Context: an optimization exercise on an open-source flow, tuned for small area, a short achievable clock period and few clock cycles per item. The choices shown serve that exercise and are no tape-out recipe. Function was checked by simulation only, so behaviour that the tests miss may differ from the original.

### config.mk
export PLATFORM = sky130hd
export DESIGN_NAME = simple_generic_matrix_mult
export DESIGN_NICKNAME = simple_generic_matrix_mult
export VERILOG_FILES = /design/flow/design.v
export SDC_FILE = /design/flow/constraint.sdc
export NUM_CORES = 4
export LEC_CHECK = 0
export ABC_CLOCK_PERIOD_IN_PS = 3000
export CAP_MARGIN = 20
export CORE_MARGIN = 2
export CORE_UTILIZATION = 40
export CTS_BUF_LIST = sky130_fd_sc_hd__clkbuf_8
export SLEW_MARGIN = 20
export SYNTH_HIERARCHICAL = 1
export SYNTH_MINIMUM_KEEP_SIZE = 0
### constraint.sdc
create_clock -name core_clock -period 10.0 [get_ports {clk}]
set_input_delay 2.0000 -clock core_clock [delete_from_list [all_inputs] [get_ports {clk}]]
set_output_delay 2.0000 -clock core_clock [all_outputs]
set_load 0.01 [all_outputs]
### design.v
module simple_generic_matrix_mult #(
    parameter integer M = 3,
    parameter integer N = 3,
    parameter integer P = 3,
    parameter integer DATA_WIDTH = 8
)(
    input  wire clk,
    input  wire rst,
    input  wire start,
    input  wire signed [DATA_WIDTH-1:0] a_in,
    input  wire [$clog2(M*N)-1:0] a_addr,
    input  wire a_wen,
    input  wire signed [DATA_WIDTH-1:0] b_in,
    input  wire [$clog2(N*P)-1:0] b_addr,
    input  wire b_wen,
    output reg [2*DATA_WIDTH-1:0] c_out,
    output reg c_valid,
    output reg done
);
    localparam integer E = 1;    
    reg [3:0] t;
    wire rd = start | ((t != 0) & (t <= 8));           
    wire rot_b = rd;                                    
    wire rot_a = rd & ((t == 2) | (t == 5) | (t == 8));  
    always @(posedge clk or posedge rst) begin
        if (rst) begin
            t <= 0;
            c_valid <= 0;
            done <= 0;
        end else begin
            c_valid <= (t >= E) && (t <= E + 8) && (t != 0 || start);
            done <= (t == E + 8);
            t <= (t == E + 8) ? 4'd0 : (start || t != 0) ? t + 4'd1 : 4'd0;
        end
    end
    reg [7:0] A [0:8];
    reg [7:0] B [0:8];
    integer x;
    always @(posedge clk) begin
        for (x = 0; x < 9; x = x + 1) begin
            if (rot_a) A[x] <= A[(x + 3) % 9];
            else if (a_wen && a_addr == x) A[x] <= a_in;
            if (rot_b) B[x] <= B[(x % 3 == 2) ? x - 2 : x + 1];
            else if (b_wen && b_addr == x) B[x] <= b_in;
        end
    end
    wire [7:0] ma0 = A[0], ma1 = A[1], ma2 = A[2];
    wire [7:0] mb0 = B[0], mb1 = B[3], mb2 = B[6];
    wire [7:0] a0 = ma0, a1 = ma1, a2 = ma2, b0 = mb0, b1 = mb1, b2 = mb2;
    wire pp0_0_0, pp0_0_1, pp0_0_2, pp0_0_3, pp0_0_4, pp0_0_5, pp0_0_6, pp0_0_7, pp0_1_0, pp0_1_1, pp0_1_2, pp0_1_3, pp0_1_4, pp0_1_5, pp0_1_6, pp0_1_7, pp0_2_0, pp0_2_1, pp0_2_2, pp0_2_3, pp0_2_4, pp0_2_5, pp0_2_6, pp0_2_7, pp0_3_0, pp0_3_1, pp0_3_2, pp0_3_3, pp0_3_4, pp0_3_5, pp0_3_6, pp0_3_7, pp0_4_0, pp0_4_1, pp0_4_2, pp0_4_3, pp0_4_4, pp0_4_5, pp0_4_6, pp0_4_7, pp0_5_0, pp0_5_1, pp0_5_2, pp0_5_3, pp0_5_4, pp0_5_5, pp0_5_6, pp0_5_7, pp0_6_0, pp0_6_1, pp0_6_2, pp0_6_3, pp0_6_4, pp0_6_5, pp0_6_6, pp0_6_7, pp0_7_0, pp0_7_1, pp0_7_2, pp0_7_3, pp0_7_4, pp0_7_5, pp0_7_6, pp0_7_7, pp1_0_0, pp1_0_1, pp1_0_2, pp1_0_3, pp1_0_4, pp1_0_5, pp1_0_6, pp1_0_7, pp1_1_0, pp1_1_1, pp1_1_2, pp1_1_3, pp1_1_4, pp1_1_5, pp1_1_6, pp1_1_7, pp1_2_0, pp1_2_1, pp1_2_2, pp1_2_3, pp1_2_4, pp1_2_5, pp1_2_6, pp1_2_7, pp1_3_0, pp1_3_1, pp1_3_2, pp1_3_3, pp1_3_4, pp1_3_5, pp1_3_6, pp1_3_7, pp1_4_0, pp1_4_1, pp1_4_2, pp1_4_3, pp1_4_4, pp1_4_5, pp1_4_6, pp1_4_7, pp1_5_0, pp1_5_1, pp1_5_2, pp1_5_3, pp1_5_4, pp1_5_5, pp1_5_6, pp1_5_7, pp1_6_0, pp1_6_1, pp1_6_2, pp1_6_3, pp1_6_4, pp1_6_5, pp1_6_6, pp1_6_7, pp1_7_0, pp1_7_1, pp1_7_2, pp1_7_3, pp1_7_4, pp1_7_5, pp1_7_6, pp1_7_7, pp2_0_0, pp2_0_1, pp2_0_2, pp2_0_3, pp2_0_4, pp2_0_5, pp2_0_6, pp2_0_7, pp2_1_0, pp2_1_1, pp2_1_2, pp2_1_3, pp2_1_4, pp2_1_5, pp2_1_6, pp2_1_7, pp2_2_0, pp2_2_1, pp2_2_2, pp2_2_3, pp2_2_4, pp2_2_5, pp2_2_6, pp2_2_7, pp2_3_0, pp2_3_1, pp2_3_2, pp2_3_3, pp2_3_4, pp2_3_5, pp2_3_6, pp2_3_7, pp2_4_0, pp2_4_1, pp2_4_2, pp2_4_3, pp2_4_4, pp2_4_5, pp2_4_6, pp2_4_7, pp2_5_0, pp2_5_1, pp2_5_2, pp2_5_3, pp2_5_4, pp2_5_5, pp2_5_6, pp2_5_7, pp2_6_0, pp2_6_1, pp2_6_2, pp2_6_3, pp2_6_4, pp2_6_5, pp2_6_6, pp2_6_7, pp2_7_0, pp2_7_1, pp2_7_2, pp2_7_3, pp2_7_4, pp2_7_5, pp2_7_6, pp2_7_7, s1, c2, s3, c4, s5, c6, s7, c8, s9, c10, s11, c12, s13, c14, s15, c16, s17, c18, s19, c20, s21, c22, s23, c24, s25, c26, s27, c28, s29, c30, s31, c32, s33, c34, s35, c36, s37, c38, s39, c40, s41, c42, s43, c44, s45, c46, s47, c48, s49, c50, s51, c52, s53, c54, s55, c56, s57, c58, s59, c60, s61, c62, s63, c64, s65, c66, s67, c68, s69, c70, s71, c72, s73, c74, s75, c76, s77, c78, s79, c80, s81, c82, s83, c84, s85, c86, s87, c88, s89, c90, s91, c92, s93, c94, s95, c96, s97, c98, s99, c100, s101, c102, s103, c104, s105, c106, s107, c108, s109, c110, s111, c112, s113, c114, s115, c116, s117, c118, s119, c120, s121, c122, s123, c124, s125, c126, s127, c128, s129, c130, s131, c132, s133, c134, s135, c136, s137, c138, s139, c140, s141, c142, s143, c144, s145, c146, s147, c148, s149, c150, s151, c152, s153, c154, s155, c156, s157, c158, s159, c160, s161, c162, s163, c164, s165, c166, s167, c168, s169, c170, s171, c172, s173, c174, s175, c176, s177, c178, s179, c180, s181, c182, s183, c184, s185, c186, s187, c188, s189, c190, s191, c192, s193, c194, s195, c196, s197, c198, s199, c200, s201, c202, s203, c204, s205, c206, s207, c208, s209, c210, s211, c212, s213, c214, s215, c216, s217, c218, s219, c220, s221, c222, s223, c224, s225, c226, s227, c228, s229, c230, s231, c232, s233, c234, s235, c236, s237, c238, s239, c240, s241, c242, s243, c244, s245, c246, s247, c248, s249, c250, s251, c252, s253, c254, s255, c256, s257, c258, s259, c260, s261, c262, s263, s264, c265, s266, c267, s268, c269, s270, c271, s272, c273, s274, c275, s276, c277, s278, c279, s280, c281, s282, c283, s284, c285, s286, c287, s288, c289, s290, c291, s292, c293, s294, c295, s296, c297, s298, c299, s300, c301, s302, c303, s304, c305, s306, c307, s308, c309, s310, c311, s312, c313, s314, c315, s316, c317, s318, c319, s320, c321, s322, c323, s324, c325, s326, c327, s328, c329, s330, c331, s332, c333, s334, c335, s336, c337, s338, c339, s340, c341, s342, c343, s344, c345, s346, c347, s348, c349, s350;
    assign pp0_0_0 = ~(a0[0] & b0[0]);
    assign pp0_0_1 = ~(a0[0] & b0[1]);
    assign pp0_0_2 = ~(a0[0] & b0[2]);
    assign pp0_0_3 = ~(a0[0] & b0[3]);
    assign pp0_0_4 = ~(a0[0] & b0[4]);
    assign pp0_0_5 = ~(a0[0] & b0[5]);
    assign pp0_0_6 = ~(a0[0] & b0[6]);
    assign pp0_0_7 = a0[0] & b0[7];
    assign pp0_1_0 = ~(a0[1] & b0[0]);
    assign pp0_1_1 = ~(a0[1] & b0[1]);
    assign pp0_1_2 = ~(a0[1] & b0[2]);
    assign pp0_1_3 = ~(a0[1] & b0[3]);
    assign pp0_1_4 = ~(a0[1] & b0[4]);
    assign pp0_1_5 = ~(a0[1] & b0[5]);
    assign pp0_1_6 = ~(a0[1] & b0[6]);
    assign pp0_1_7 = a0[1] & b0[7];
    assign pp0_2_0 = ~(a0[2] & b0[0]);
    assign pp0_2_1 = ~(a0[2] & b0[1]);
    assign pp0_2_2 = ~(a0[2] & b0[2]);
    assign pp0_2_3 = ~(a0[2] & b0[3]);
    assign pp0_2_4 = ~(a0[2] & b0[4]);
    assign pp0_2_5 = ~(a0[2] & b0[5]);
    assign pp0_2_6 = ~(a0[2] & b0[6]);
    assign pp0_2_7 = a0[2] & b0[7];
    assign pp0_3_0 = ~(a0[3] & b0[0]);
    assign pp0_3_1 = ~(a0[3] & b0[1]);
    assign pp0_3_2 = ~(a0[3] & b0[2]);
    assign pp0_3_3 = ~(a0[3] & b0[3]);
    assign pp0_3_4 = ~(a0[3] & b0[4]);
    assign pp0_3_5 = ~(a0[3] & b0[5]);
    assign pp0_3_6 = ~(a0[3] & b0[6]);
    assign pp0_3_7 = a0[3] & b0[7];
    assign pp0_4_0 = ~(a0[4] & b0[0]);
    assign pp0_4_1 = ~(a0[4] & b0[1]);
    assign pp0_4_2 = ~(a0[4] & b0[2]);
    assign pp0_4_3 = ~(a0[4] & b0[3]);
    assign pp0_4_4 = ~(a0[4] & b0[4]);
    assign pp0_4_5 = ~(a0[4] & b0[5]);
    assign pp0_4_6 = ~(a0[4] & b0[6]);
    assign pp0_4_7 = a0[4] & b0[7];
    assign pp0_5_0 = ~(a0[5] & b0[0]);
    assign pp0_5_1 = ~(a0[5] & b0[1]);
    assign pp0_5_2 = ~(a0[5] & b0[2]);
    assign pp0_5_3 = ~(a0[5] & b0[3]);
    assign pp0_5_4 = ~(a0[5] & b0[4]);
    assign pp0_5_5 = ~(a0[5] & b0[5]);
    assign pp0_5_6 = ~(a0[5] & b0[6]);
    assign pp0_5_7 = a0[5] & b0[7];
    assign pp0_6_0 = ~(a0[6] & b0[0]);
    assign pp0_6_1 = ~(a0[6] & b0[1]);
    assign pp0_6_2 = ~(a0[6] & b0[2]);
    assign pp0_6_3 = ~(a0[6] & b0[3]);
    assign pp0_6_4 = ~(a0[6] & b0[4]);
    assign pp0_6_5 = ~(a0[6] & b0[5]);
    assign pp0_6_6 = ~(a0[6] & b0[6]);
    assign pp0_6_7 = a0[6] & b0[7];
    assign pp0_7_0 = a0[7] & b0[0];
    assign pp0_7_1 = a0[7] & b0[1];
    assign pp0_7_2 = a0[7] & b0[2];
    assign pp0_7_3 = a0[7] & b0[3];
    assign pp0_7_4 = a0[7] & b0[4];
    assign pp0_7_5 = a0[7] & b0[5];
    assign pp0_7_6 = a0[7] & b0[6];
    assign pp0_7_7 = ~(a0[7] & b0[7]);
    assign pp1_0_0 = ~(a1[0] & b1[0]);
    assign pp1_0_1 = ~(a1[0] & b1[1]);
    assign pp1_0_2 = ~(a1[0] & b1[2]);
    assign pp1_0_3 = ~(a1[0] & b1[3]);
    assign pp1_0_4 = ~(a1[0] & b1[4]);
    assign pp1_0_5 = ~(a1[0] & b1[5]);
    assign pp1_0_6 = ~(a1[0] & b1[6]);
    assign pp1_0_7 = a1[0] & b1[7];
    assign pp1_1_0 = ~(a1[1] & b1[0]);
    assign pp1_1_1 = ~(a1[1] & b1[1]);
    assign pp1_1_2 = ~(a1[1] & b1[2]);
    assign pp1_1_3 = ~(a1[1] & b1[3]);
    assign pp1_1_4 = ~(a1[1] & b1[4]);
    assign pp1_1_5 = ~(a1[1] & b1[5]);
    assign pp1_1_6 = ~(a1[1] & b1[6]);
    assign pp1_1_7 = a1[1] & b1[7];
    assign pp1_2_0 = ~(a1[2] & b1[0]);
    assign pp1_2_1 = ~(a1[2] & b1[1]);
    assign pp1_2_2 = ~(a1[2] & b1[2]);
    assign pp1_2_3 = ~(a1[2] & b1[3]);
    assign pp1_2_4 = ~(a1[2] & b1[4]);
    assign pp1_2_5 = ~(a1[2] & b1[5]);
    assign pp1_2_6 = ~(a1[2] & b1[6]);
    assign pp1_2_7 = a1[2] & b1[7];
    assign pp1_3_0 = ~(a1[3] & b1[0]);
    assign pp1_3_1 = ~(a1[3] & b1[1]);
    assign pp1_3_2 = ~(a1[3] & b1[2]);
    assign pp1_3_3 = ~(a1[3] & b1[3]);
    assign pp1_3_4 = ~(a1[3] & b1[4]);
    assign pp1_3_5 = ~(a1[3] & b1[5]);
    assign pp1_3_6 = ~(a1[3] & b1[6]);
    assign pp1_3_7 = a1[3] & b1[7];
    assign pp1_4_0 = ~(a1[4] & b1[0]);
    assign pp1_4_1 = ~(a1[4] & b1[1]);
    assign pp1_4_2 = ~(a1[4] & b1[2]);
    assign pp1_4_3 = ~(a1[4] & b1[3]);
    assign pp1_4_4 = ~(a1[4] & b1[4]);
    assign pp1_4_5 = ~(a1[4] & b1[5]);
    assign pp1_4_6 = ~(a1[4] & b1[6]);
    assign pp1_4_7 = a1[4] & b1[7];
    assign pp1_5_0 = ~(a1[5] & b1[0]);
    assign pp1_5_1 = ~(a1[5] & b1[1]);
    assign pp1_5_2 = ~(a1[5] & b1[2]);
    assign pp1_5_3 = ~(a1[5] & b1[3]);
    assign pp1_5_4 = ~(a1[5] & b1[4]);
    assign pp1_5_5 = ~(a1[5] & b1[5]);
    assign pp1_5_6 = ~(a1[5] & b1[6]);
    assign pp1_5_7 = a1[5] & b1[7];
    assign pp1_6_0 = ~(a1[6] & b1[0]);
    assign pp1_6_1 = ~(a1[6] & b1[1]);
    assign pp1_6_2 = ~(a1[6] & b1[2]);
    assign pp1_6_3 = ~(a1[6] & b1[3]);
    assign pp1_6_4 = ~(a1[6] & b1[4]);
    assign pp1_6_5 = ~(a1[6] & b1[5]);
    assign pp1_6_6 = ~(a1[6] & b1[6]);
    assign pp1_6_7 = a1[6] & b1[7];
    assign pp1_7_0 = a1[7] & b1[0];
    assign pp1_7_1 = a1[7] & b1[1];
    assign pp1_7_2 = a1[7] & b1[2];
    assign pp1_7_3 = a1[7] & b1[3];
    assign pp1_7_4 = a1[7] & b1[4];
    assign pp1_7_5 = a1[7] & b1[5];
    assign pp1_7_6 = a1[7] & b1[6];
    assign pp1_7_7 = ~(a1[7] & b1[7]);
    assign pp2_0_0 = ~(a2[0] & b2[0]);
    assign pp2_0_1 = ~(a2[0] & b2[1]);
    assign pp2_0_2 = ~(a2[0] & b2[2]);
    assign pp2_0_3 = ~(a2[0] & b2[3]);
    assign pp2_0_4 = ~(a2[0] & b2[4]);
    assign pp2_0_5 = ~(a2[0] & b2[5]);
    assign pp2_0_6 = ~(a2[0] & b2[6]);
    assign pp2_0_7 = a2[0] & b2[7];
    assign pp2_1_0 = ~(a2[1] & b2[0]);
    assign pp2_1_1 = ~(a2[1] & b2[1]);
    assign pp2_1_2 = ~(a2[1] & b2[2]);
    assign pp2_1_3 = ~(a2[1] & b2[3]);
    assign pp2_1_4 = ~(a2[1] & b2[4]);
    assign pp2_1_5 = ~(a2[1] & b2[5]);
    assign pp2_1_6 = ~(a2[1] & b2[6]);
    assign pp2_1_7 = a2[1] & b2[7];
    assign pp2_2_0 = ~(a2[2] & b2[0]);
    assign pp2_2_1 = ~(a2[2] & b2[1]);
    assign pp2_2_2 = ~(a2[2] & b2[2]);
    assign pp2_2_3 = ~(a2[2] & b2[3]);
    assign pp2_2_4 = ~(a2[2] & b2[4]);
    assign pp2_2_5 = ~(a2[2] & b2[5]);
    assign pp2_2_6 = ~(a2[2] & b2[6]);
    assign pp2_2_7 = a2[2] & b2[7];
    assign pp2_3_0 = ~(a2[3] & b2[0]);
    assign pp2_3_1 = ~(a2[3] & b2[1]);
    assign pp2_3_2 = ~(a2[3] & b2[2]);
    assign pp2_3_3 = ~(a2[3] & b2[3]);
    assign pp2_3_4 = ~(a2[3] & b2[4]);
    assign pp2_3_5 = ~(a2[3] & b2[5]);
    assign pp2_3_6 = ~(a2[3] & b2[6]);
    assign pp2_3_7 = a2[3] & b2[7];
    assign pp2_4_0 = ~(a2[4] & b2[0]);
    assign pp2_4_1 = ~(a2[4] & b2[1]);
    assign pp2_4_2 = ~(a2[4] & b2[2]);
    assign pp2_4_3 = ~(a2[4] & b2[3]);
    assign pp2_4_4 = ~(a2[4] & b2[4]);
    assign pp2_4_5 = ~(a2[4] & b2[5]);
    assign pp2_4_6 = ~(a2[4] & b2[6]);
    assign pp2_4_7 = a2[4] & b2[7];
    assign pp2_5_0 = ~(a2[5] & b2[0]);
    assign pp2_5_1 = ~(a2[5] & b2[1]);
    assign pp2_5_2 = ~(a2[5] & b2[2]);
    assign pp2_5_3 = ~(a2[5] & b2[3]);
    assign pp2_5_4 = ~(a2[5] & b2[4]);
    assign pp2_5_5 = ~(a2[5] & b2[5]);
    assign pp2_5_6 = ~(a2[5] & b2[6]);
    assign pp2_5_7 = a2[5] & b2[7];
    assign pp2_6_0 = ~(a2[6] & b2[0]);
    assign pp2_6_1 = ~(a2[6] & b2[1]);
    assign pp2_6_2 = ~(a2[6] & b2[2]);
    assign pp2_6_3 = ~(a2[6] & b2[3]);
    assign pp2_6_4 = ~(a2[6] & b2[4]);
    assign pp2_6_5 = ~(a2[6] & b2[5]);
    assign pp2_6_6 = ~(a2[6] & b2[6]);
    assign pp2_6_7 = a2[6] & b2[7];
    assign pp2_7_0 = a2[7] & b2[0];
    assign pp2_7_1 = a2[7] & b2[1];
    assign pp2_7_2 = a2[7] & b2[2];
    assign pp2_7_3 = a2[7] & b2[3];
    assign pp2_7_4 = a2[7] & b2[4];
    assign pp2_7_5 = a2[7] & b2[5];
    assign pp2_7_6 = a2[7] & b2[6];
    assign pp2_7_7 = ~(a2[7] & b2[7]);
    mm_fa u_s1 (.a(pp0_0_0), .b(pp1_0_0), .c(pp2_0_0), .s(s1), .co(c2));
    mm_fa u_s3 (.a(pp0_0_1), .b(pp0_1_0), .c(pp1_0_1), .s(s3), .co(c4));
    mm_fa u_s5 (.a(pp1_1_0), .b(pp2_0_1), .c(pp2_1_0), .s(s5), .co(c6));
    mm_fa u_s7 (.a(pp0_0_2), .b(pp0_1_1), .c(pp0_2_0), .s(s7), .co(c8));
    mm_fa u_s9 (.a(pp1_0_2), .b(pp1_1_1), .c(pp1_2_0), .s(s9), .co(c10));
    mm_fa u_s11 (.a(pp2_0_2), .b(pp2_1_1), .c(pp2_2_0), .s(s11), .co(c12));
    mm_fa u_s13 (.a(pp0_0_3), .b(pp0_1_2), .c(pp0_2_1), .s(s13), .co(c14));
    mm_fa u_s15 (.a(pp0_3_0), .b(pp1_0_3), .c(pp1_1_2), .s(s15), .co(c16));
    mm_fa u_s17 (.a(pp1_2_1), .b(pp1_3_0), .c(pp2_0_3), .s(s17), .co(c18));
    mm_fa u_s19 (.a(pp2_1_2), .b(pp2_2_1), .c(pp2_3_0), .s(s19), .co(c20));
    mm_fa u_s21 (.a(pp0_0_4), .b(pp0_1_3), .c(pp0_2_2), .s(s21), .co(c22));
    mm_fa u_s23 (.a(pp0_3_1), .b(pp0_4_0), .c(pp1_0_4), .s(s23), .co(c24));
    mm_fa u_s25 (.a(pp1_1_3), .b(pp1_2_2), .c(pp1_3_1), .s(s25), .co(c26));
    mm_fa u_s27 (.a(pp1_4_0), .b(pp2_0_4), .c(pp2_1_3), .s(s27), .co(c28));
    mm_fa u_s29 (.a(pp2_2_2), .b(pp2_3_1), .c(pp2_4_0), .s(s29), .co(c30));
    mm_fa u_s31 (.a(pp0_0_5), .b(pp0_1_4), .c(pp0_2_3), .s(s31), .co(c32));
    mm_fa u_s33 (.a(pp0_3_2), .b(pp0_4_1), .c(pp0_5_0), .s(s33), .co(c34));
    mm_fa u_s35 (.a(pp1_0_5), .b(pp1_1_4), .c(pp1_2_3), .s(s35), .co(c36));
    mm_fa u_s37 (.a(pp1_3_2), .b(pp1_4_1), .c(pp1_5_0), .s(s37), .co(c38));
    mm_fa u_s39 (.a(pp2_0_5), .b(pp2_1_4), .c(pp2_2_3), .s(s39), .co(c40));
    mm_fa u_s41 (.a(pp2_3_2), .b(pp2_4_1), .c(pp2_5_0), .s(s41), .co(c42));
    mm_fa u_s43 (.a(pp0_0_6), .b(pp0_1_5), .c(pp0_2_4), .s(s43), .co(c44));
    mm_fa u_s45 (.a(pp0_3_3), .b(pp0_4_2), .c(pp0_5_1), .s(s45), .co(c46));
    mm_fa u_s47 (.a(pp0_6_0), .b(pp1_0_6), .c(pp1_1_5), .s(s47), .co(c48));
    mm_fa u_s49 (.a(pp1_2_4), .b(pp1_3_3), .c(pp1_4_2), .s(s49), .co(c50));
    mm_fa u_s51 (.a(pp1_5_1), .b(pp1_6_0), .c(pp2_0_6), .s(s51), .co(c52));
    mm_fa u_s53 (.a(pp2_1_5), .b(pp2_2_4), .c(pp2_3_3), .s(s53), .co(c54));
    mm_fa u_s55 (.a(pp2_4_2), .b(pp2_5_1), .c(pp2_6_0), .s(s55), .co(c56));
    mm_fa u_s57 (.a(pp0_0_7), .b(pp0_1_6), .c(pp0_2_5), .s(s57), .co(c58));
    mm_fa u_s59 (.a(pp0_3_4), .b(pp0_4_3), .c(pp0_5_2), .s(s59), .co(c60));
    mm_fa u_s61 (.a(pp0_6_1), .b(pp0_7_0), .c(pp1_0_7), .s(s61), .co(c62));
    mm_fa u_s63 (.a(pp1_1_6), .b(pp1_2_5), .c(pp1_3_4), .s(s63), .co(c64));
    mm_fa u_s65 (.a(pp1_4_3), .b(pp1_5_2), .c(pp1_6_1), .s(s65), .co(c66));
    mm_fa u_s67 (.a(pp1_7_0), .b(pp2_0_7), .c(pp2_1_6), .s(s67), .co(c68));
    mm_fa u_s69 (.a(pp2_2_5), .b(pp2_3_4), .c(pp2_4_3), .s(s69), .co(c70));
    mm_fa u_s71 (.a(pp2_5_2), .b(pp2_6_1), .c(pp2_7_0), .s(s71), .co(c72));
    mm_fa u_s73 (.a(pp0_1_7), .b(pp0_2_6), .c(pp0_3_5), .s(s73), .co(c74));
    mm_fa u_s75 (.a(pp0_4_4), .b(pp0_5_3), .c(pp0_6_2), .s(s75), .co(c76));
    mm_fa u_s77 (.a(pp0_7_1), .b(pp1_1_7), .c(pp1_2_6), .s(s77), .co(c78));
    mm_fa u_s79 (.a(pp1_3_5), .b(pp1_4_4), .c(pp1_5_3), .s(s79), .co(c80));
    mm_fa u_s81 (.a(pp1_6_2), .b(pp1_7_1), .c(pp2_1_7), .s(s81), .co(c82));
    mm_fa u_s83 (.a(pp2_2_6), .b(pp2_3_5), .c(pp2_4_4), .s(s83), .co(c84));
    mm_fa u_s85 (.a(pp2_5_3), .b(pp2_6_2), .c(pp2_7_1), .s(s85), .co(c86));
    mm_fa u_s87 (.a(pp0_2_7), .b(pp0_3_6), .c(pp0_4_5), .s(s87), .co(c88));
    mm_fa u_s89 (.a(pp0_5_4), .b(pp0_6_3), .c(pp0_7_2), .s(s89), .co(c90));
    mm_fa u_s91 (.a(pp1_2_7), .b(pp1_3_6), .c(pp1_4_5), .s(s91), .co(c92));
    mm_fa u_s93 (.a(pp1_5_4), .b(pp1_6_3), .c(pp1_7_2), .s(s93), .co(c94));
    mm_fa u_s95 (.a(pp2_2_7), .b(pp2_3_6), .c(pp2_4_5), .s(s95), .co(c96));
    mm_fa u_s97 (.a(pp2_5_4), .b(pp2_6_3), .c(pp2_7_2), .s(s97), .co(c98));
    mm_fa u_s99 (.a(pp0_3_7), .b(pp0_4_6), .c(pp0_5_5), .s(s99), .co(c100));
    mm_fa u_s101 (.a(pp0_6_4), .b(pp0_7_3), .c(pp1_3_7), .s(s101), .co(c102));
    mm_fa u_s103 (.a(pp1_4_6), .b(pp1_5_5), .c(pp1_6_4), .s(s103), .co(c104));
    mm_fa u_s105 (.a(pp1_7_3), .b(pp2_3_7), .c(pp2_4_6), .s(s105), .co(c106));
    mm_fa u_s107 (.a(pp2_5_5), .b(pp2_6_4), .c(pp2_7_3), .s(s107), .co(c108));
    mm_fa u_s109 (.a(pp0_4_7), .b(pp0_5_6), .c(pp0_6_5), .s(s109), .co(c110));
    mm_fa u_s111 (.a(pp0_7_4), .b(pp1_4_7), .c(pp1_5_6), .s(s111), .co(c112));
    mm_fa u_s113 (.a(pp1_6_5), .b(pp1_7_4), .c(pp2_4_7), .s(s113), .co(c114));
    mm_fa u_s115 (.a(pp2_5_6), .b(pp2_6_5), .c(pp2_7_4), .s(s115), .co(c116));
    mm_fa u_s117 (.a(pp0_5_7), .b(pp0_6_6), .c(pp0_7_5), .s(s117), .co(c118));
    mm_fa u_s119 (.a(pp1_5_7), .b(pp1_6_6), .c(pp1_7_5), .s(s119), .co(c120));
    mm_fa u_s121 (.a(pp2_5_7), .b(pp2_6_6), .c(pp2_7_5), .s(s121), .co(c122));
    mm_fa u_s123 (.a(pp0_6_7), .b(pp0_7_6), .c(pp1_6_7), .s(s123), .co(c124));
    mm_fa u_s125 (.a(pp1_7_6), .b(pp2_6_7), .c(pp2_7_6), .s(s125), .co(c126));
    mm_fa u_s127 (.a(pp0_7_7), .b(pp1_7_7), .c(pp2_7_7), .s(s127), .co(c128));
    mm_fa u_s129 (.a(c2), .b(s3), .c(s5), .s(s129), .co(c130));
    mm_fa u_s131 (.a(c4), .b(c6), .c(s7), .s(s131), .co(c132));
    assign s133 = ~(s9 ^ s11);
    assign c134 = s9 | s11;
    mm_fa u_s135 (.a(c8), .b(c10), .c(c12), .s(s135), .co(c136));
    mm_fa u_s137 (.a(s13), .b(s15), .c(s17), .s(s137), .co(c138));
    mm_fa u_s139 (.a(c14), .b(c16), .c(c18), .s(s139), .co(c140));
    mm_fa u_s141 (.a(c20), .b(s21), .c(s23), .s(s141), .co(c142));
    mm_fa u_s143 (.a(s25), .b(s27), .c(s29), .s(s143), .co(c144));
    mm_fa u_s145 (.a(c22), .b(c24), .c(c26), .s(s145), .co(c146));
    mm_fa u_s147 (.a(c28), .b(c30), .c(s31), .s(s147), .co(c148));
    mm_fa u_s149 (.a(s33), .b(s35), .c(s37), .s(s149), .co(c150));
    assign s151 = ~(s39 ^ s41);
    assign c152 = s39 | s41;
    mm_fa u_s153 (.a(c32), .b(c34), .c(c36), .s(s153), .co(c154));
    mm_fa u_s155 (.a(c38), .b(c40), .c(c42), .s(s155), .co(c156));
    mm_fa u_s157 (.a(s43), .b(s45), .c(s47), .s(s157), .co(c158));
    mm_fa u_s159 (.a(s49), .b(s51), .c(s53), .s(s159), .co(c160));
    mm_fa u_s161 (.a(c44), .b(c46), .c(c48), .s(s161), .co(c162));
    mm_fa u_s163 (.a(c50), .b(c52), .c(c54), .s(s163), .co(c164));
    mm_fa u_s165 (.a(c56), .b(s57), .c(s59), .s(s165), .co(c166));
    mm_fa u_s167 (.a(s61), .b(s63), .c(s65), .s(s167), .co(c168));
    mm_fa u_s169 (.a(s67), .b(s69), .c(s71), .s(s169), .co(c170));
    mm_fa u_s171 (.a(c58), .b(c60), .c(c62), .s(s171), .co(c172));
    mm_fa u_s173 (.a(c64), .b(c66), .c(c68), .s(s173), .co(c174));
    mm_fa u_s175 (.a(c70), .b(c72), .c(s73), .s(s175), .co(c176));
    mm_fa u_s177 (.a(s75), .b(s77), .c(s79), .s(s177), .co(c178));
    mm_fa u_s179 (.a(s81), .b(s83), .c(s85), .s(s179), .co(c180));
    mm_fa u_s181 (.a(c74), .b(c76), .c(c78), .s(s181), .co(c182));
    mm_fa u_s183 (.a(c80), .b(c82), .c(c84), .s(s183), .co(c184));
    mm_fa u_s185 (.a(c86), .b(s87), .c(s89), .s(s185), .co(c186));
    mm_fa u_s187 (.a(s91), .b(s93), .c(s95), .s(s187), .co(c188));
    mm_fa u_s189 (.a(c88), .b(c90), .c(c92), .s(s189), .co(c190));
    mm_fa u_s191 (.a(c94), .b(c96), .c(c98), .s(s191), .co(c192));
    mm_fa u_s193 (.a(s99), .b(s101), .c(s103), .s(s193), .co(c194));
    mm_fa u_s195 (.a(c100), .b(c102), .c(c104), .s(s195), .co(c196));
    mm_fa u_s197 (.a(c106), .b(c108), .c(s109), .s(s197), .co(c198));
    mm_fa u_s199 (.a(s111), .b(s113), .c(s115), .s(s199), .co(c200));
    mm_fa u_s201 (.a(c110), .b(c112), .c(c114), .s(s201), .co(c202));
    mm_fa u_s203 (.a(c116), .b(s117), .c(s119), .s(s203), .co(c204));
    mm_fa u_s205 (.a(c118), .b(c120), .c(c122), .s(s205), .co(c206));
    mm_fa u_s207 (.a(c124), .b(c126), .c(s127), .s(s207), .co(c208));
    mm_fa u_s209 (.a(c130), .b(s131), .c(s133), .s(s209), .co(c210));
    mm_fa u_s211 (.a(c132), .b(c134), .c(s135), .s(s211), .co(c212));
    assign s213 = ~(s137 ^ s19);
    assign c214 = s137 | s19;
    mm_fa u_s215 (.a(c136), .b(c138), .c(s139), .s(s215), .co(c216));
    assign s217 = ~(s141 ^ s143);
    assign c218 = s141 | s143;
    mm_fa u_s219 (.a(c140), .b(c142), .c(c144), .s(s219), .co(c220));
    mm_fa u_s221 (.a(s145), .b(s147), .c(s149), .s(s221), .co(c222));
    mm_fa u_s223 (.a(c146), .b(c148), .c(c150), .s(s223), .co(c224));
    mm_fa u_s225 (.a(c152), .b(s153), .c(s155), .s(s225), .co(c226));
    mm_fa u_s227 (.a(s157), .b(s159), .c(s55), .s(s227), .co(c228));
    mm_fa u_s229 (.a(c154), .b(c156), .c(c158), .s(s229), .co(c230));
    mm_fa u_s231 (.a(c160), .b(s161), .c(s163), .s(s231), .co(c232));
    mm_fa u_s233 (.a(s165), .b(s167), .c(s169), .s(s233), .co(c234));
    mm_fa u_s235 (.a(c162), .b(c164), .c(c166), .s(s235), .co(c236));
    mm_fa u_s237 (.a(c168), .b(c170), .c(s171), .s(s237), .co(c238));
    mm_fa u_s239 (.a(s173), .b(s175), .c(s177), .s(s239), .co(c240));
    mm_fa u_s241 (.a(c172), .b(c174), .c(c176), .s(s241), .co(c242));
    mm_fa u_s243 (.a(c178), .b(c180), .c(s181), .s(s243), .co(c244));
    mm_fa u_s245 (.a(s183), .b(s185), .c(s187), .s(s245), .co(c246));
    mm_fa u_s247 (.a(c182), .b(c184), .c(c186), .s(s247), .co(c248));
    mm_fa u_s249 (.a(c188), .b(s189), .c(s191), .s(s249), .co(c250));
    mm_fa u_s251 (.a(s193), .b(s105), .c(s107), .s(s251), .co(c252));
    mm_fa u_s253 (.a(c190), .b(c192), .c(c194), .s(s253), .co(c254));
    mm_fa u_s255 (.a(s195), .b(s197), .c(s199), .s(s255), .co(c256));
    mm_fa u_s257 (.a(c196), .b(c198), .c(c200), .s(s257), .co(c258));
    mm_fa u_s259 (.a(s201), .b(s203), .c(s121), .s(s259), .co(c260));
    mm_fa u_s261 (.a(c202), .b(c204), .c(s205), .s(s261), .co(c262));
    assign s263 = c208 ^ c128 ^ 1'b1;
    mm_fa u_s264 (.a(c210), .b(s211), .c(s213), .s(s264), .co(c265));
    mm_fa u_s266 (.a(c212), .b(c214), .c(s215), .s(s266), .co(c267));
    mm_fa u_s268 (.a(c216), .b(c218), .c(s219), .s(s268), .co(c269));
    mm_fa u_s270 (.a(c220), .b(c222), .c(s223), .s(s270), .co(c271));
    assign s272 = ~(s225 ^ s227);
    assign c273 = s225 | s227;
    mm_fa u_s274 (.a(c224), .b(c226), .c(c228), .s(s274), .co(c275));
    mm_fa u_s276 (.a(s229), .b(s231), .c(s233), .s(s276), .co(c277));
    mm_fa u_s278 (.a(c230), .b(c232), .c(c234), .s(s278), .co(c279));
    mm_fa u_s280 (.a(s235), .b(s237), .c(s239), .s(s280), .co(c281));
    mm_fa u_s282 (.a(c236), .b(c238), .c(c240), .s(s282), .co(c283));
    mm_fa u_s284 (.a(s241), .b(s243), .c(s245), .s(s284), .co(c285));
    mm_fa u_s286 (.a(c242), .b(c244), .c(c246), .s(s286), .co(c287));
    mm_fa u_s288 (.a(s247), .b(s249), .c(s251), .s(s288), .co(c289));
    mm_fa u_s290 (.a(c248), .b(c250), .c(c252), .s(s290), .co(c291));
    mm_fa u_s292 (.a(c254), .b(c256), .c(s257), .s(s292), .co(c293));
    mm_fa u_s294 (.a(c258), .b(c260), .c(s261), .s(s294), .co(c295));
    mm_fa u_s296 (.a(c262), .b(c206), .c(s207), .s(s296), .co(c297));
    mm_ha u_s298 (.a(ra_c271), .b(ra_c273), .s(s298), .co(c299));
    mm_fa u_s300 (.a(ra_c275), .b(ra_c277), .c(ra_s278), .s(s300), .co(c301));
    mm_fa u_s302 (.a(ra_c279), .b(ra_c281), .c(ra_s282), .s(s302), .co(c303));
    mm_ha u_s304 (.a(ra_s284), .b(ra_s97), .s(s304), .co(c305));
    mm_fa u_s306 (.a(ra_c283), .b(ra_c285), .c(ra_s286), .s(s306), .co(c307));
    mm_fa u_s308 (.a(ra_c287), .b(ra_c289), .c(ra_s290), .s(s308), .co(c309));
    mm_ha u_s310 (.a(ra_c267), .b(ra_s268), .s(s310), .co(c311));
    mm_ha u_s312 (.a(ra_c269), .b(ra_s270), .s(s312), .co(c313));
    mm_fa u_s314 (.a(s298), .b(ra_s274), .c(ra_s276), .s(s314), .co(c315));
    mm_fa u_s316 (.a(c299), .b(s300), .c(ra_s280), .s(s316), .co(c317));
    mm_fa u_s318 (.a(c301), .b(s302), .c(s304), .s(s318), .co(c319));
    mm_fa u_s320 (.a(c303), .b(c305), .c(s306), .s(s320), .co(c321));
    mm_fa u_s322 (.a(c307), .b(s308), .c(ra_s253), .s(s322), .co(c323));
    mm_fa u_s324 (.a(c309), .b(ra_c291), .c(ra_s292), .s(s324), .co(c325));
    mm_fa u_s326 (.a(ra_c293), .b(ra_s294), .c(ra_s123), .s(s326), .co(c327));
    mm_ha u_s328 (.a(ra_c265), .b(ra_s266), .s(s328), .co(c329));
    mm_fa u_s330 (.a(s310), .b(ra_s221), .c(ra_s151), .s(s330), .co(c331));
    mm_fa u_s332 (.a(c311), .b(s312), .c(ra_s272), .s(s332), .co(c333));
    assign s334 = ~(c313 ^ s314);
    assign c335 = c313 | s314;
    mm_fa u_s336 (.a(c315), .b(s316), .c(ra_s179), .s(s336), .co(c337));
    assign s338 = ~(c317 ^ s318);
    assign c339 = c317 | s318;
    mm_fa u_s340 (.a(c319), .b(s320), .c(ra_s288), .s(s340), .co(c341));
    mm_fa u_s342 (.a(c321), .b(s322), .c(ra_s255), .s(s342), .co(c343));
    mm_fa u_s344 (.a(c323), .b(s324), .c(ra_s259), .s(s344), .co(c345));
    mm_fa u_s346 (.a(c325), .b(s326), .c(ra_s125), .s(s346), .co(c347));
    mm_fa u_s348 (.a(c327), .b(ra_c295), .c(ra_s296), .s(s348), .co(c349));
    assign s350 = ra_c297 ^ ra_s263;
    reg ra_s1, ra_s129, ra_s209, ra_s264, ra_c265, ra_s266, ra_s217, ra_c267, ra_s268, ra_s221, ra_s151, ra_c269, ra_s270, ra_s272, ra_c271, ra_c273, ra_s274, ra_s276, ra_c275, ra_c277, ra_s278, ra_s280, ra_s179, ra_c279, ra_c281, ra_s282, ra_s284, ra_s97, ra_c283, ra_c285, ra_s286, ra_s288, ra_c287, ra_c289, ra_s290, ra_s253, ra_s255, ra_c291, ra_s292, ra_s259, ra_c293, ra_s294, ra_s123, ra_s125, ra_c295, ra_s296, ra_c297, ra_s263;
    always @(posedge clk) begin
        ra_s1 <= s1;
        ra_s129 <= s129;
        ra_s209 <= s209;
        ra_s264 <= s264;
        ra_c265 <= c265;
        ra_s266 <= s266;
        ra_s217 <= s217;
        ra_c267 <= c267;
        ra_s268 <= s268;
        ra_s221 <= s221;
        ra_s151 <= s151;
        ra_c269 <= c269;
        ra_s270 <= s270;
        ra_s272 <= s272;
        ra_c271 <= c271;
        ra_c273 <= c273;
        ra_s274 <= s274;
        ra_s276 <= s276;
        ra_c275 <= c275;
        ra_c277 <= c277;
        ra_s278 <= s278;
        ra_s280 <= s280;
        ra_s179 <= s179;
        ra_c279 <= c279;
        ra_c281 <= c281;
        ra_s282 <= s282;
        ra_s284 <= s284;
        ra_s97 <= s97;
        ra_c283 <= c283;
        ra_c285 <= c285;
        ra_s286 <= s286;
        ra_s288 <= s288;
        ra_c287 <= c287;
        ra_c289 <= c289;
        ra_s290 <= s290;
        ra_s253 <= s253;
        ra_s255 <= s255;
        ra_c291 <= c291;
        ra_s292 <= s292;
        ra_s259 <= s259;
        ra_c293 <= c293;
        ra_s294 <= s294;
        ra_s123 <= s123;
        ra_s125 <= s125;
        ra_c295 <= c295;
        ra_s296 <= s296;
        ra_c297 <= c297;
        ra_s263 <= s263;
    end
    wire [15:0] row1 = {c349, c347, c345, c343, c341, c339, c337, c335, c333, c331, c329, s328, ra_s264, ra_s209, ra_s129, ra_s1};
    wire [15:0] row2 = {s350, s348, s346, s344, s342, s340, s338, s336, s334, s332, s330, ra_s217, 1'b0, 1'b0, 1'b0, 1'b0};
    always @(posedge clk) c_out <= ~(row1 + row2);
endmodule
module mm_fa (input wire a, input wire b, input wire c, output wire s, output wire co);
    assign s = a ^ b ^ c;
    assign co = (a & b) | (a & c) | (b & c);
endmodule
module mm_ha (input wire a, input wire b, output wire s, output wire co);
    assign s = a ^ b;
    assign co = a & b;
endmodule
### flow/run.sh
#!/bin/bash
set -euo pipefail
bash standard.sh SETUP_SLACK_MARGIN=6.7 finish > standard_flow.log 2>&1
### standard.sh
#!/bin/bash
# synth_recipe.tcl (not shown) runs the flow's synth.tcl, then flattens the netlist and writes it again
# the make line also repeats each setting of config.mk as NAME=value (left out here)
make -C /OpenROAD-flow-scripts/flow DESIGN_CONFIG=/design/flow/config.mk WORK_HOME=/design/flow/orfs CLKGATE_MAP_FILE= SYNTH_SCRIPT=/design/flow/synth_recipe.tcl "${@:-finish}"
==> metrics.md, run 1 <==
| Metric | Value |
|---|---|
| Drt drc | `0` |
| Max FO, Critical Path | `8` |
| Via count | `7,340` |
| Area after DPL | `13,200 um2` |
| Area share of the leading cell type in the synthesized netlist | `0.344` |
| Die height | `181 um` |
| Worst-path cell chain | `clkdlybuf4s50_1 -> or3b_2 -> o21ai_2` |
| Hold depth | `1` |
| CTS tree | `yes` |
| Post-route design area | `14,200 um2` |
| Initial core utilization | `0.408` |
| Fill count | `2,836` |
| Mean post-synth cell area | `12.9 um2` |
| Clk slew on worst S/H paths | `60 ps` |
| Max cap viols | `0` |
| Yosys reg bits | `214` |
| Total CTS buffers | `37` |
| CP max stage delay | `580 ps` |
| Clk sink count | `214` |
| H-tree depth | `2` |
| CP Capture Type | `register` |
| Slew margin rel. | `0.436` |
| Nets | `1,217` |
| Synth top area cells | `edfxtp_1, fa_1, dfxtp_1` |
| DIE WIDTH | `181 um` |
| Asr flop ratio synth | `0.0280` |
| Most frequent cell after synthesis | `fa_1` |
| Slew @ Worst Pin | `845 ps` |
| Aggregate global routing overflow | `0` |
| Tcrit/Tclk final | `0.330` |
| Main flop type after synthesis | `edfxtp_1` |
| FF-to-FF setup slack | `6800 ps` |
| Post-DP HPWL | `19,700 um` |
| Yosys cell types | `41` |
| Global-route wire length before repair | `43,400 um` |
| Router iterations before antenna repair | `5` |
| Drt wl/cell | `19.2 um` |
| Worst reg2reg path startpoint | `ra_c283$_DFF_P_` |
| Initial antenna violation count | `0` |
| RSZ-0062 raised after global routing | `yes` |
| Worst endpoint data arrival time | `3490 ps` |
| Origin of the worst setup path | `b_wen` |
| Post-synth EDFFs | `144` |
| Fin. Hold Viols | `0` |
| Req. time, crit path | `10,190 ps` |
| Vias in the first global route | `7,785` |
| Synthesis warning total | `9` |
| Core area | `30,700 um2` |
| Initial drt markers | `582` |
| Cells after synthesis | `972` |
| Routed WL | `27,300 um` |
| Max Fclk | `303 MHz` |
| P&R area growth vs syn | `12.9%` |
| Syn_nets | `1,192` |
| Cell Rows | `64` |
| Ant. Diodes | `0` |
| Post-Syn Area | `12,600 um2` |
| Layout cell share with drive strength beyond 1 | `0.0984` |
| Routed Antenna Nets | `0` |
| Largest net degree at the start of global routing | `73` |
| Skew-Pair Late Insertion Delay | `550 ps` |
| Setup Skew | `24.3 ps` |
| Startpoint Class | `input pin` |
| Final Max Slew Viols | `0` |
| Via density | `5.16` |
| TNS Setup | `0 ps` |
| Outcome | `no timing/DRC/antenna violations` |
| GPL Wtd Cong | `0.841` |
| Hold path start | `ra_s264$_DFF_P_` |
| Worst Reg-to-Reg Cells | `8` |
| Max Buffers Root-to-Sink | `3` |
| Minimum clock period | `3300 ps` |
| Tot GR Track Use | `0.170` |
| CTS Root Cell | `clkbuf_8` |
| Setup-failing EPs final | `0` |
| Die area | `32,800 um2` |
| Max stage delay cell, worst path | `or3b_2` |
| Hold crit path type | `register to register` |
| Input/output buffers | `46` |
| Ports | `47` |
| WS Path Type | `input pin to register` |
| Sequential area share after synthesis | `0.458` |
| Synth area leader | `edfxtp_1` |
| Synth top cells by count | `fa_1, nand2_1, a21o_1, edfxtp_1, dfxtp_1` |
## cell type report
cell class | count | area [um2] | area share
Inverter | 41 | 154 | 0.0109
Multi-Input combinational cell | 642 | 6470 | 0.457
Tap cell | 396 | 495 | 0.0350
Sequential cell | 214 | 5760 | 0.406
Clock buffer | 41 | 564 | 0.0398
Timing Repair Buffer | 61 | 573 | 0.0404
Clock inverter | 27 | 160 | 0.0113
## cell families after synthesis
kind of cell	after synthesis	synth area share
and+or+nand+nor	247	0.0922
DFF	214	0.458
adders and majority gates	191	0.288
AOI/OAI and AO/OA	189	0.109
buffers and inverters	117	0.0426
xor gates and xnor gates	14	0.0104
## Yosys stat by module, one instance, submodules excluded
module / cells / copies in the design / area, um2
mm_fa: 1 / 162 / 20.0
mm_ha: 1 / 5 / 12.5
simple_generic_matrix_mult: 805 / 1 / 9250
## worst max-delay path, delay by kind of cell
family / cells / cell delay (ps)
and+or+nand+nor: 1 / 580
AOI/OAI and AO/OA: 1 / 410
buffers and inverters: 1 / 490
## registers in the layout, summed over array words and instances, names as in the netlist, 4 cells and up
register,flops
B,72
c_out,16
t,4
A,72
## routing by layer
layer  global-route usage  vias up  wire length (um)
li1                     -     3290                 -
met1                0.238     3794             12100
met2                0.269      206             13000
met3               0.0353       50              1530
met4               0.0517        0               689
met5                    0        -                 0
## final timing paths
check | end
setup reg to reg | c_out[12]$_DFF_P_
hold / removal | c_out[3]$_DFF_P_
setup / recovery | B[1][5]$_DFFE_PP_
max in group asynchronous | t[3]$_DFF_PP0_
min in group asynchronous | done$_DFF_PP0_
hold reg to reg | c_out[3]$_DFF_P_
## layout by cell type (no fill, tap or decap), drive strengths merged, types with 27 or more instances in the layout
master / netlist / layout
fa: 163 / 163
nand2: 158 / 158
a21o: 146 / 147
edfxtp: 144 / 144
dfxtp: 64 / 64
and2: 59 / 59
inv: 41 / 57
clkbuf: 48 / 41
ha: 28 / 28
clkdlybuf4s50: 0 / 27
## through the flow
stage | std cells | setup WS, ps | utilization | hold WS [ps]
finish | 1422 | 6700 | 0.461 | 354
global route | 1422 | 6660 | 0.461 | 369
CTS | 1420 | 6620 | 0.458 | 356
detailed placement | 1345 | 5820 | 0.430 | 343
global placement | 1345 | 5850 | 0.430 | 343
floorplan | 972 | 6650 | - | 338
## timing repair
| action | in CTS | in global routing |
|---|---|---|
| resized for setup | 38 | 16 |
| hold buffers | 0 | 0 |
| buffers inserted | 7 | 1 |
| cloned | 0 | 1 |
| pin swaps | 1 | 4 |
| endpoints found under the setup margin | 202 | 236 |
Testbench counts, summed over its fixed seeds: cycles 30,400, items 14,400.
==> run 2: changes to the inputs <==
==> flow/run.sh (replaced) <==
#!/bin/bash
set -euo pipefail
bash standard.sh SETUP_SLACK_MARGIN=7 finish > standard_flow.log 2>&1
--- a/config.mk
+++ b/config.mk
@@ -9,7 +9,9 @@
 export CAP_MARGIN = 20
 export CORE_MARGIN = 2
 export CORE_UTILIZATION = 40
-export CTS_BUF_LIST = sky130_fd_sc_hd__clkbuf_8
+export CTS_BUF_LIST = sky130_fd_sc_hd__clkbuf_16
+export CTS_CLUSTER_DIAMETER = 80
+export CTS_CLUSTER_SIZE = 28
 export SLEW_MARGIN = 20
 export SYNTH_HIERARCHICAL = 1
 export SYNTH_MINIMUM_KEEP_SIZE = 0
==> run 2 against run 1 <==
Net effect:
- area after synthesis is the same
- synthesized cell count is the same
- via count grew 4.3%
- sequential share of layout area shrank 2.2 points
- wire length grew 6.4%
- highest routed layer unchanged
- clock skew grew 11 ps
- count of clock-buffer cells in the layout shrank 28
- first-iteration DRC count grew 15%
- global-route usage grew 0.38 points
- still clean on timing, DRC and antenna
==> metrics.md, run 2 <==
| Metric | Value |
|---|---|
| Asr flop ratio synth | `0.0280` |
| CP bufs+invs | `0` |
| Core area | `30,700 um2` |
| Worst path most repeated cell | `fa_1` |
| Ant. Diodes | `0` |
| Crit-path leading delay family | `adder cells` |
| Cell Rows | `64` |
| Synth top cells by count | `fa_1, nand2_1, a21o_1, edfxtp_1, dfxtp_1` |
| FF-to-FF setup slack | `6960 ps` |
| Startpoint Class | `register` |
| Vias in the first global route | `7,708` |
| Fin. Hold Viols | `0` |
| Area share of the leading cell type in the synthesized netlist | `0.344` |
| Area of the multi-input gates | `6650 um2` |
| Cells after synthesis | `972` |
| Min-Delay Endpoint | `c_out[3]$_DFF_P_` |
| Slew @ Worst Pin | `696 ps` |
| Max Buffers Root-to-Sink | `3` |
| Total CTS buffers | `13` |
| Area after DPL | `13,300 um2` |
| Req. time, crit path | `10,370 ps` |
| TNS Setup | `0 ps` |
| Main flop type after synthesis | `edfxtp_1` |
| Skew-Pair Late Insertion Delay | `510 ps` |
| CTS Root Cell | `clkbuf_16` |
| Routed Antenna Nets | `0` |
| Synth top area cells | `edfxtp_1, fa_1, dfxtp_1` |
| Routed met2 length | `13,600 um` |
| Slew margin rel. | `0.535` |
| P&R area growth vs syn | `19.5%` |
| Reg area | `5760 um2` |
| CP max stage delay | `540 ps` |
| Global-route wire length before repair | `44,300 um` |
| Outcome | `no timing/DRC/antenna violations` |
| Tcrit/Tclk final | `0.304` |
| Worst-path cell chain | `fa_1 -> fa_1 -> fa_1 -> ha_4 -> nand3_2 -> o211ai_1 -> nand2b_4 -> a41oi_2 -> xor2_1` |
| Initial antenna violation count | `0` |
| Final Util | `0.488` |
| Via density | `5.23` |
| Fill count | `2,657` |
| Max Fclk | `329 MHz` |
| Hold crit path type | `register to register` |
| Synthesis warning total | `9` |
| Largest regs | `A: 72 flops, B: 72 flops, c_out: 16 flops` |
| Most common cell after layout, fill and taps aside | `fa_1` |
| Drt wl/cell | `19.8 um` |
| Hold depth | `1` |
| Ports | `47` |
| Synth area leader | `edfxtp_1` |
| Hold path start | `ra_s264$_DFF_P_` |
| Metal-1 WL | `13,000 um` |
| Max FO, Critical Path | `4` |
| Aggregate global routing overflow | `0` |
| CTS tree | `yes` |
| R2R Path End | `c_out[13]$_DFF_P_` |
| Clk sink count | `214` |
| Initial core utilization | `0.408` |
| Yosys cell types | `41` |
| Die height | `181 um` |
| Setup-failing EPs final | `0` |
| RSZ-0062 raised after global routing | `yes` |
| Post-route design area | `15,000 um2` |
| Setup Skew | `35.0 ps` |
| Syn_nets | `1,192` |
| Max stage delay cell, worst path | `fa_1` |
| Routed WL | `29,000 um` |
| Largest net degree at the start of global routing | `73` |
| Sequential area share after synthesis | `0.458` |
| Post-DP HPWL | `19,500 um` |
| Max Used Layer | `met4` |
| Met3 WL | `1890 um` |
| Yosys reg bits | `214` |
| Router iterations before antenna repair | `5` |
| H-tree depth | `1` |
| WS Path Type | `register to register` |
| Via count | `7,653` |
| Most frequent cells in the layout | `fa_1, nand2_1, a21o_1` |
| Initial drt markers | `670` |
| Worst endpoint data arrival time | `3410 ps` |
| Input/output buffers | `46` |
| Final Max Slew Viols | `0` |
| Post-Syn Area | `12,600 um2` |
| DIE WIDTH | `181 um` |
| Post-synth EDFFs | `144` |
| Clk slew on worst S/H paths | `80 ps` |
| Worst Reg-to-Reg Cells | `9` |
| Nets | `1,281` |
| Layout cell share with drive strength beyond 1 | `0.184` |
| Drt drc | `0` |
| Tot GR Track Use | `0.174` |
| Minimum clock period | `3040 ps` |
| Die area | `32,800 um2` |
| CP Capture Type | `register` |
| Most frequent cell after synthesis | `fa_1` |
| Max cap viols | `0` |
| Mean post-synth cell area | `12.9 um2` |
| GPL Wtd Cong | `0.851` |
| Worst reg2reg path startpoint | `ra_s278$_DFF_P_` |
## run 2: how the worst max path moves through the flow
stage                          from                end  slack [ps]  cells past startpoint
CTS                 ra_c287$_DFF_P_  c_out[14]$_DFF_P_        6940                      8
floorplan                     start  A[5][0]$_DFFE_PP_        6800                      5
global route        ra_s278$_DFF_P_  c_out[15]$_DFF_P_        6890                      9
detailed placement            start  A[7][2]$_DFFE_PP_        5820                      5
global placement              start  A[7][6]$_DFFE_PP_        5870                      5
finish              ra_s278$_DFF_P_  c_out[13]$_DFF_P_        6960                      9
## run 2: per-stage QoR
step / hold slack (ps) / setup slack (ps) / instances
floorplan: 338 / 6800 / 972
global placement: 347 / 5870 / 1341
detailed placement: 341 / 5820 / 1341
CTS: 360 / 6940 / 1413
global route: 370 / 6890 / 1464
finish: 358 / 6960 / 1464
## run 2: modules after synthesis (local to each module, per instance)
module / flip-flops and latches / cells inside / cell area, um2 / copies in the design
mm_fa: 0 / 1 / 20.0 / 162
mm_ha: 0 / 1 / 12.5 / 5
simple_generic_matrix_mult: 214 / 805 / 9250 / 1
## run 2: metal layers
metal  global-route usage  vias to the layer above
li1                     -                     3398
met1                0.257                     3941
met2                0.279                      279
met3               0.0214                       35
met4               0.0335                        0
met5                    0                        -
## run 2: worst reg2reg max path: stages (launching register included)
cell and delay (ps):
dfxtp_2 330, fa_1 540, fa_1 420, fa_1 500, ha_4 310, nand3_2 70, o211ai_1 260, nand2b_4 210
a41oi_2 120, xor2_1 160
## run 2: area by class of cell
cell class | count | share of cell area
clock buffer | 13 | 0.0217
clock inverter | 9 | 0.00626
inverter | 41 | 0.0103
multi-input combinational | 642 | 0.444
sequential | 214 | 0.384
tap | 396 | 0.0330
timing repair buffer | 149 | 0.101
## run 2: cell families (layout without fill, tap and decap cells)
| logic type | Yosys count | count (layout) | synth area share |
|---|---|---|---|
| flip-flops | 214 | 214 | 0.458 |
| XOR/XNOR | 14 | 14 | 0.0104 |
| AND/OR/NAND/NOR | 247 | 247 | 0.0922 |
| buffers and inverters | 117 | 212 | 0.0426 |
| adder cells (fa/ha/maj) | 191 | 191 | 0.288 |
| AO/OA/AOI/OAI | 189 | 190 | 0.109 |
## run 2: repair_timing
| action | in CTS | in global routing |
|---|---|---|
| pin swaps | 22 | 46 |
| endpoints found under the setup margin | 314 | 101 |
| buffers inserted | 44 | 43 |
| gates cloned | 6 | 8 |
| resized for setup | 139 | 12 |
| hold buffers | 0 | 0 |

## re-timing with driven ports
The flow's constraints put no driver on any port. The routed layouts listed below were extracted and timed again, unchanged, in two steps.
Step 1 sets driving cells, clkbuf_16 on the clock port and buf_2 on the other inputs (assumed; they add their load-dependent delay and slew).
Step 2 also shifts input and output timing later by t, the mid clock arrival at the registers, as if the neighbouring blocks saw the same clock.
Slacks: no drivers / after step 1 / after step 2; pairs: no drivers / after step 1.
run | t, ns | setup slack, ns | worst setup path after step 2
run 1 | 0.579 | 6.702 / 6.723 / 6.144 | input to register
run 2 | 0.537 | 6.958 / 6.928 / 6.473 | input to register
After both steps setup and hold are still met in every run listed. The setup slack of run 1, which loses most, moves by +0.021 ns with the drivers and by -0.558 ns with both steps.
